Background: an optimization exercise with open tools, aiming at small area, a short achievable clock period and few clock cycles. Do not read the settings as production practice. In this exercise RTL edits were held to simulation tests only and were not proved equivalent to the original.

rev 12:
Design base2_to_base3, start of the top module:
module base2_to_base3(
	base3_no,
	done,
	base2_no,
	en,
	rst,
	clk);
export LEC_CHECK = 0
export CAP_MARGIN = 20
export CORE_MARGIN = 2
export CORE_UTILIZATION = 40
export SLEW_MARGIN = 20
export SYNTH_HIERARCHICAL = 1
export SYNTH_MINIMUM_KEEP_SIZE = 0
create_clock -name core_clock -period 19.0 [get_ports {clk}]
standard.sh (not shown) runs the stock make flow with config.mk's settings and CLKGATE_MAP_FILE= SYNTH_SCRIPT=/design/flow/synth_recipe.tcl, a recipe that flattens the netlist after the stock synthesis.
==> flow/flow/run.sh <==
#!/bin/bash
# Own layout flow: the standard flow (standard synthesis unchanged), with
# the port buffers made of small, fast buffers instead of the default delay
# buffers.
set -euo pipefail
bash standard.sh BUFFER_PORTS_ARGS="-buffer_cell sky130_fd_sc_hd__buf_1" finish > standard_flow.log 2>&1
Testbench counts of rev 12, summed over its fixed seeds: cycles 3,200.
Here is what was changed in the inputs of rev 13 compared with rev 12.
Settings: CORE_UTILIZATION now 70, was 40.
Findings:
- Compared with rev 12, in rev 13 vias per cell increased by about 15% relative to the old numbers; worst setup slack decreased by 0.033 ns relative to the old numbers; placed instance count decreased by 49 relative to the old numbers.
- Rev 13 gives less number of filler cells placed in the layout than rev 12 did.
- Any difference in hold slack between rev 12 and rev 13 is small enough to ignore.
- Diff rev 12..rev 13 | proportion of final cell area spent on non-clock buffers | negligible
- Taking rev 12 as the reference point, the global routing usage summed across all routing layers of rev 13 rises by 9.2 points.
- Relative to rev 12, the final area measured on rev 13 has decreased slightly.


Another version of the RTL of base2_to_base3 (not shown whole).
For scale: ~380 cells after synthesis, roughly 52 I/O pins, roughly 2900 sq um of cells after synthesis.
Settings: LEC_CHECK=0, CAP_MARGIN=20, CORE_MARGIN=2, CORE_UTILIZATION=40, CTS_BUF_LIST=sky130_fd_sc_hd__clkbuf_2 sky130_fd_sc_hd__clkbuf_4, SLEW_MARGIN=20, SYNTH_HIERARCHICAL=1, SYNTH_MINIMUM_KEEP_SIZE=0; clock period 19.0 ns.
==> flow/flow/run.sh <==
#!/bin/bash
# Own layout flow: the standard flow, with the standard synthesis
# unchanged, and two changes to how the layout is made:
#  - after the floorplan, the o21ai_0 gates are swapped for o21ai_1 (same
#    area and footprint, stronger drive), and the constant-0 outputs share
#    one tie cell (flow/swap.tcl);
#  - the port buffers are small buf_1 buffers instead of the default delay
#    buffers.
# Each step's full output goes to a log of its own in this folder.
set -euo pipefail
bash standard.sh synth floorplan > flow_1_synth_floorplan.log 2>&1
openroad -no_init -exit flow/swap.tcl > flow_2_swap.log 2>&1
bash standard.sh BUFFER_PORTS_ARGS="-buffer_cell sky130_fd_sc_hd__buf_1" finish > flow_3_place_to_finish.log 2>&1
==> flow/flow/swap.tcl <==
# Floorplan changes, made before placement:
#  - every o21ai_0 becomes an o21ai_1 (same function, area and footprint;
#    stronger drive);
#  - the constant-0 outputs share one tie cell instead of one tie cell each.
set platform $::env(FLOW_HOME)/platforms/sky130hd
set results orfs/results/sky130hd/base2_to_base3/base
read_liberty $platform/lib/sky130_fd_sc_hd__tt_025C_1v80.lib
read_db $results/2_floorplan.odb
read_sdc $results/2_floorplan.sdc
source $platform/setRC.tcl
puts "worst slack before: [sta::worst_slack -max]"
set n 0
foreach inst [get_cells *] {
  if {[get_property $inst ref_name] eq "sky130_fd_sc_hd__o21ai_0"} {
    replace_cell $inst sky130_fd_sc_hd__o21ai_1
    incr n
  }
}
puts "swapped $n o21ai_0 for o21ai_1"

set block [ord::get_db_block]
set keepnet ""
set merged 0
foreach inst [$block getInsts] {
  if {[[$inst getMaster] getName] ne "sky130_fd_sc_hd__conb_1"} { continue }
  set hi [$inst findITerm HI]
  set lo [$inst findITerm LO]
  if {[$hi getNet] ne "NULL" || [$lo getNet] eq "NULL"} { continue }
  set net [$lo getNet]
  # only ties whose loads are all output ports
  if {[llength [$net getITerms]] != 1} { continue }
  if {$keepnet eq ""} { set keepnet $net; continue }
  foreach bterm [$net getBTerms] { $bterm connect $keepnet }
  odb::dbInst_destroy $inst
  odb::dbNet_destroy $net
  incr merged
}
puts "merged $merged tie cells into one"
puts "worst slack after: [sta::worst_slack -max]"
write_db $results/2_floorplan.odb
The baseline completed with no timing, DRC or antenna violations.
Testbench counts at the start, summed over its fixed seeds: cycles 3,200.
Then changed:
--- a/flow/flow/run.sh
+++ b/flow/flow/run.sh
@@ -4,4 +4,3 @@
 #  - after the floorplan, the o21ai_0 gates are swapped for o21ai_1 (same
-#    area and footprint, stronger drive), and the constant-0 outputs share
-#    one tie cell (flow/swap.tcl);
+#    area and footprint, stronger drive);
 #  - the port buffers are small buf_1 buffers instead of the default delay
==> flow/flow/swap.tcl (replaced) <==
# Swap every o21ai_0 for an o21ai_1 in the floorplan (same function, area and
# footprint; stronger drive).
set platform $::env(FLOW_HOME)/platforms/sky130hd
set results orfs/results/sky130hd/base2_to_base3/base
read_liberty $platform/lib/sky130_fd_sc_hd__tt_025C_1v80.lib
read_db $results/2_floorplan.odb
read_sdc $results/2_floorplan.sdc
source $platform/setRC.tcl
puts "worst slack before: [sta::worst_slack -max]"
set n 0
foreach inst [get_cells *] {
  if {[get_property $inst ref_name] eq "sky130_fd_sc_hd__o21ai_0"} {
    replace_cell $inst sky130_fd_sc_hd__o21ai_1
    incr n
  }
}
puts "swapped $n o21ai_0 for o21ai_1"
puts "worst slack after: [sta::worst_slack -max]"
write_db $results/2_floorplan.odb
=>
- utilization is unchanged
- fmax is unchanged
- count of clock-buffer cells in the layout stays the same
Then changed:
--- a/flow/flow/run.sh
+++ b/flow/flow/run.sh
@@ -4,3 +4,4 @@
 #  - after the floorplan, the o21ai_0 gates are swapped for o21ai_1 (same
-#    area and footprint, stronger drive);
+#    area and footprint, stronger drive), and the constant-0 outputs share
+#    one tie cell (flow/swap.tcl);
 #  - the port buffers are small buf_1 buffers instead of the default delay
--- a/flow/flow/swap.tcl
+++ b/flow/flow/swap.tcl
@@ -1,3 +1,5 @@
-# Swap every o21ai_0 for an o21ai_1 in the floorplan (same function, area and
-# footprint; stronger drive).
+# Floorplan changes, made before placement:
+#  - every o21ai_0 becomes an o21ai_1 (same function, area and footprint;
+#    stronger drive);
+#  - the constant-0 outputs share one tie cell instead of one tie cell each.
 set platform $::env(FLOW_HOME)/platforms/sky130hd
@@ -17,2 +19,43 @@
 puts "swapped $n o21ai_0 for o21ai_1"
+
+set block [ord::get_db_block]
+# ties whose constant reaches only output ports, directly or through buffers
+set ties {}
+foreach inst [$block getInsts] {
+  if {[[$inst getMaster] getName] ne "sky130_fd_sc_hd__conb_1"} { continue }
+  if {[[$inst findITerm HI] getNet] ne "NULL" || [[$inst findITerm LO] getNet] eq "NULL"} { continue }
+  set net [[$inst findITerm LO] getNet]
+  set ok 1
+  set bterms [$net getBTerms]
+  set bufs {}
+  foreach it [$net getITerms] {
+    set i [$it getInst]
+    if {$i eq $inst} { continue }
+    if {![string match "sky130_fd_sc_hd__buf_*" [[$i getMaster] getName]]} { set ok 0; break }
+    set onet [[$i findITerm X] getNet]
+    if {$onet eq "NULL" || [llength [$onet getITerms]] != 1} { set ok 0; break }
+    lappend bufs $i
+    lappend bterms {*}[$onet getBTerms]
+  }
+  if {$ok} { lappend ties [list $inst $net $bufs $bterms] }
+}
+set merged 0
+if {[llength $ties] > 1} {
+  set keepnet [lindex [lindex $ties 0] 1]
+  foreach t $ties {
+    lassign $t inst net bufs bterms
+    foreach bt $bterms { $bt connect $keepnet }
+    foreach b $bufs {
+      set onet [[$b findITerm X] getNet]
+      odb::dbInst_destroy $b
+      odb::dbNet_destroy $onet
+    }
+    if {$net ne $keepnet} {
+      odb::dbInst_destroy $inst
+      odb::dbNet_destroy $net
+      incr merged
+    }
+  }
+}
+puts "merged $merged tie cells into one"
 puts "worst slack after: [sta::worst_slack -max]"
- final cell count falls by 2.0%
- global-route usage rises by 0.14 points
- maximum frequency rises by 0.52%


main:
Another version of the RTL of base2_to_base3 (not shown whole).
For scale: ~830 cells after synthesis, about 19 flip-flops, ~52 I/O pins.
make LEC_CHECK=0 CAP_MARGIN=20 CORE_MARGIN=2 CORE_UTILIZATION=40 SLEW_MARGIN=20 finish   # period 19.0 ns
run.sh (not shown) runs the stock make flow with config.mk's settings and CLKGATE_MAP_FILE= SYNTH_SCRIPT=/design/flow/synth_recipe.tcl, a recipe that flattens the netlist after the stock synthesis.
Stock flow here: none of the scripts above is used.
Testbench counts of main, summed over its fixed seeds: cycles 3,200.
### main -> the feature branch
Settings: ABC_AREA now 1, previously not set.
[summary]
- Measured against each other, main and the feature branch differ in non-filler instance count after layout, the lower figure coming from main.
- The feature branch vs. main: overall die width now sits lower; number of cells on the worst hold path +1; minimum setup slack in the final design higher.
- The feature branch vs main: last weighted congestion value of the routability-driven placer down slightly
- Delta (the feature branch minus main): total cell area at the placement stage -6.5%.
- When the final numbers for main and the feature branch were put side by side, the total stage count of the critical path turned out to be greater in the feature branch.
- Of main and the feature branch, the feature branch shows the higher buffer and inverter count on the worst path, with main below it.


base2_to_base3, a different RTL version from the one above (not shown whole).
Size in the first run: roughly 390 cells after synthesis.
// base2_to_base3
module base2_to_base3(
	base3_no,
	done,
	base2_no,
	en,
	rst,
	clk);
parameter width = 16;
output	[2*width - 1 : 0]	base3_no;
output				done;
input	[width - 1 : 0]		base2_no;
input				en;
input				rst;
input				clk;
reg  [18:0] cut_r;
reg  done_r;
wire c0_14_q, c0_14_r1, c0_14_r0;
div_half c0_14 (.q(c0_14_q), .rn1(c0_14_r1), .rn0(c0_14_r0), .r0(base2_no[15]), .b(base2_no[14]));
wire c0_13_q, c0_13_r1, c0_13_r0;
div_algo_n c0_13 (.q(c0_13_q), .rn1(c0_13_r1), .rn0(c0_13_r0), .r1(c0_14_r1), .r0(c0_14_r0), .b(~base2_no[13]));
wire c0_12_q, c0_12_r1, c0_12_r0;
div_algo c0_12 (.q(c0_12_q), .rn1(c0_12_r1), .rn0(c0_12_r0), .r1(c0_13_r1), .r0(c0_13_r0), .b(base2_no[12]));
wire c0_11_q, c0_11_r1, c0_11_r0;
div_algo_n c0_11 (.q(c0_11_q), .rn1(c0_11_r1), .rn0(c0_11_r0), .r1(c0_12_r1), .r0(c0_12_r0), .b(~base2_no[11]));
wire c0_10_q, c0_10_r1, c0_10_r0;
div_algo c0_10 (.q(c0_10_q), .rn1(c0_10_r1), .rn0(c0_10_r0), .r1(c0_11_r1), .r0(c0_11_r0), .b(base2_no[10]));
wire c0_9_q, c0_9_r1, c0_9_r0;
div_algo_n c0_9 (.q(c0_9_q), .rn1(c0_9_r1), .rn0(c0_9_r0), .r1(c0_10_r1), .r0(c0_10_r0), .b(~base2_no[9]));
wire c0_8_q, c0_8_r1, c0_8_r0;
div_algo c0_8 (.q(c0_8_q), .rn1(c0_8_r1), .rn0(c0_8_r0), .r1(c0_9_r1), .r0(c0_9_r0), .b(base2_no[8]));
wire c0_7_q, c0_7_r1, c0_7_r0;
div_algo_n c0_7 (.q(c0_7_q), .rn1(c0_7_r1), .rn0(c0_7_r0), .r1(c0_8_r1), .r0(c0_8_r0), .b(~base2_no[7]));
wire c0_6_q, c0_6_r1, c0_6_r0;
div_algo c0_6 (.q(c0_6_q), .rn1(c0_6_r1), .rn0(c0_6_r0), .r1(c0_7_r1), .r0(c0_7_r0), .b(base2_no[6]));
wire c0_5_q, c0_5_r1, c0_5_r0;
div_algo_n c0_5 (.q(c0_5_q), .rn1(c0_5_r1), .rn0(c0_5_r0), .r1(c0_6_r1), .r0(c0_6_r0), .b(~base2_no[5]));
wire c0_4_q, c0_4_r1, c0_4_r0;
div_algo c0_4 (.q(c0_4_q), .rn1(c0_4_r1), .rn0(c0_4_r0), .r1(c0_5_r1), .r0(c0_5_r0), .b(base2_no[4]));
wire c0_3_q, c0_3_r1, c0_3_r0;
div_algo_n c0_3 (.q(c0_3_q), .rn1(c0_3_r1), .rn0(c0_3_r0), .r1(c0_4_r1), .r0(c0_4_r0), .b(~base2_no[3]));
wire c0_2_q, c0_2_r1, c0_2_r0;
  ...
==> flow/config.mk <==
export PLATFORM = sky130hd
export DESIGN_NAME = base2_to_base3
export DESIGN_NICKNAME = base2_to_base3
export VERILOG_FILES = /design/flow/design.v
export SDC_FILE = /design/flow/constraint.sdc
export NUM_CORES = 4
export LEC_CHECK = 0
export CAP_MARGIN = 20
export CORE_MARGIN = 2
export CORE_UTILIZATION = 40
export SLEW_MARGIN = 20
export SYNTH_HIERARCHICAL = 1
export SYNTH_MINIMUM_KEEP_SIZE = 0
==> flow/constraint.sdc <==
create_clock -name core_clock -period 19.0 [get_ports {clk}]
set_input_delay 3.8000 -clock core_clock [delete_from_list [all_inputs] [get_ports {clk}]]
set_output_delay 3.8000 -clock core_clock [all_outputs]
set_load 0.01 [all_outputs]
standard.sh (not shown) runs the stock make flow with config.mk's settings and CLKGATE_MAP_FILE= SYNTH_SCRIPT=/design/flow/synth_recipe.tcl, a recipe that flattens the netlist after the stock synthesis.
==> flow/flow/run.sh <==
#!/bin/bash
# Own layout flow: the standard flow (standard synthesis unchanged), with
# the port buffers made of small, fast buffers instead of the default delay
# buffers.
set -euo pipefail
bash standard.sh BUFFER_PORTS_ARGS="-buffer_cell sky130_fd_sc_hd__buf_1" finish > standard_flow.log 2>&1
The first run finished with timing, DRC and antenna clean.
Testbench counts at the start, summed over its fixed seeds: cycles 3,200.
Rerun with:
==> flow/flow/run.sh (replaced) <==
#!/bin/bash
# Own layout flow: the standard flow (standard synthesis unchanged), with
# the port buffers made of small, fast buffers instead of the default delay
# buffers.
set -euo pipefail
bash standard.sh BUFFER_PORTS_ARGS="-buffer_cell sky130_fd_sc_hd__buf_1" SETUP_SLACK_MARGIN=11.8 finish > standard_flow.log 2>&1
The changed run finished clean. Via count increases by 34%. Final cell count increases by 16%. Non-clock buffer count grows by 81. Routed wire length grows by 130%. Utilization rises by 25 points. Cell area came out higher by 57%. Worst setup slack gets worse by 0.050 ns. Flip-flop and latch count is unchanged. Count of clock-buffer cells in the layout is unchanged.
Rerun with:
==> flow/run.sh (new file) <==
#!/bin/bash
# synth_recipe.tcl (not shown) runs the flow's synth.tcl, then flattens the netlist and writes it again
# the make line also repeats each setting of config.mk as NAME=value (left out here)
make -C /OpenROAD-flow-scripts/flow DESIGN_CONFIG=/design/flow/config.mk WORK_HOME=/design/flow/orfs CLKGATE_MAP_FILE= SYNTH_SCRIPT=/design/flow/synth_recipe.tcl finish
removed: flow/flow/run.sh
removed: flow/standard.sh
The changed run finished clean.
Global-route usage falls by 8.2 points.
Wire length shrinks by 57%.
Count of clock-buffer cells in the layout stays the same.
Worst hold slack improves by 0.37 ns.
Non-clock buffer count decreases by 81.

[re-timing with driven ports]
The results above use ideal ports. As a check the final layouts listed here were re-extracted and re-timed, cells and wires unchanged.
Step 1: set_driving_cell puts a clkbuf_16 on clk and a buf_2 on each other input, an assumption about the parent block.
Step 2 times the ports against the registers' clock, not the clock port: input delays grow and output delays shrink by t, the midpoint of the rising clock arrivals with the driver on.
Three values: no drivers, after step 1, after step 2; two values: the first two.
| run | t (ns) | slack for setup (ns) | worst register clock-pin slew, ns |
|---|---|---|---|
| rev 12 | 0.276 | 11.261 / 11.266 / 10.990 | 0.07 / 0.07 |
| rev 13 | 0.277 | 11.227 / 11.231 / 10.955 | 0.07 / 0.07 |
| the first run of note 2 | 0.314 | 11.357 / 11.334 / 11.414 | 0.10 / 0.10 |
| the second run of note 2 | 0.314 | 11.357 / 11.334 / 11.414 | 0.10 / 0.10 |
| the third run of note 2 | 0.313 | 11.396 / 11.372 / 11.389 | 0.11 / 0.11 |
| main | 0.283 | 8.965 / 8.977 / 8.694 | 0.06 / 0.06 |
| the feature branch | 0.286 | 11.103 / 11.067 / 11.255 | 0.06 / 0.06 |
| the first run of note 4 | 0.278 | 11.063 / 11.035 / 11.313 | 0.07 / 0.07 |
| the second run of note 4 | 0.296 | 11.013 / 11.011 / 10.715 | 0.08 / 0.08 |
| the third run of note 4 | 0.278 | 10.655 / 10.628 / 10.906 | 0.07 / 0.07 |
After both steps every run listed still meets setup and hold. The setup slack of the second run of note 4, which loses most, moves by -0.002 ns with the drivers and by -0.298 ns with both steps.
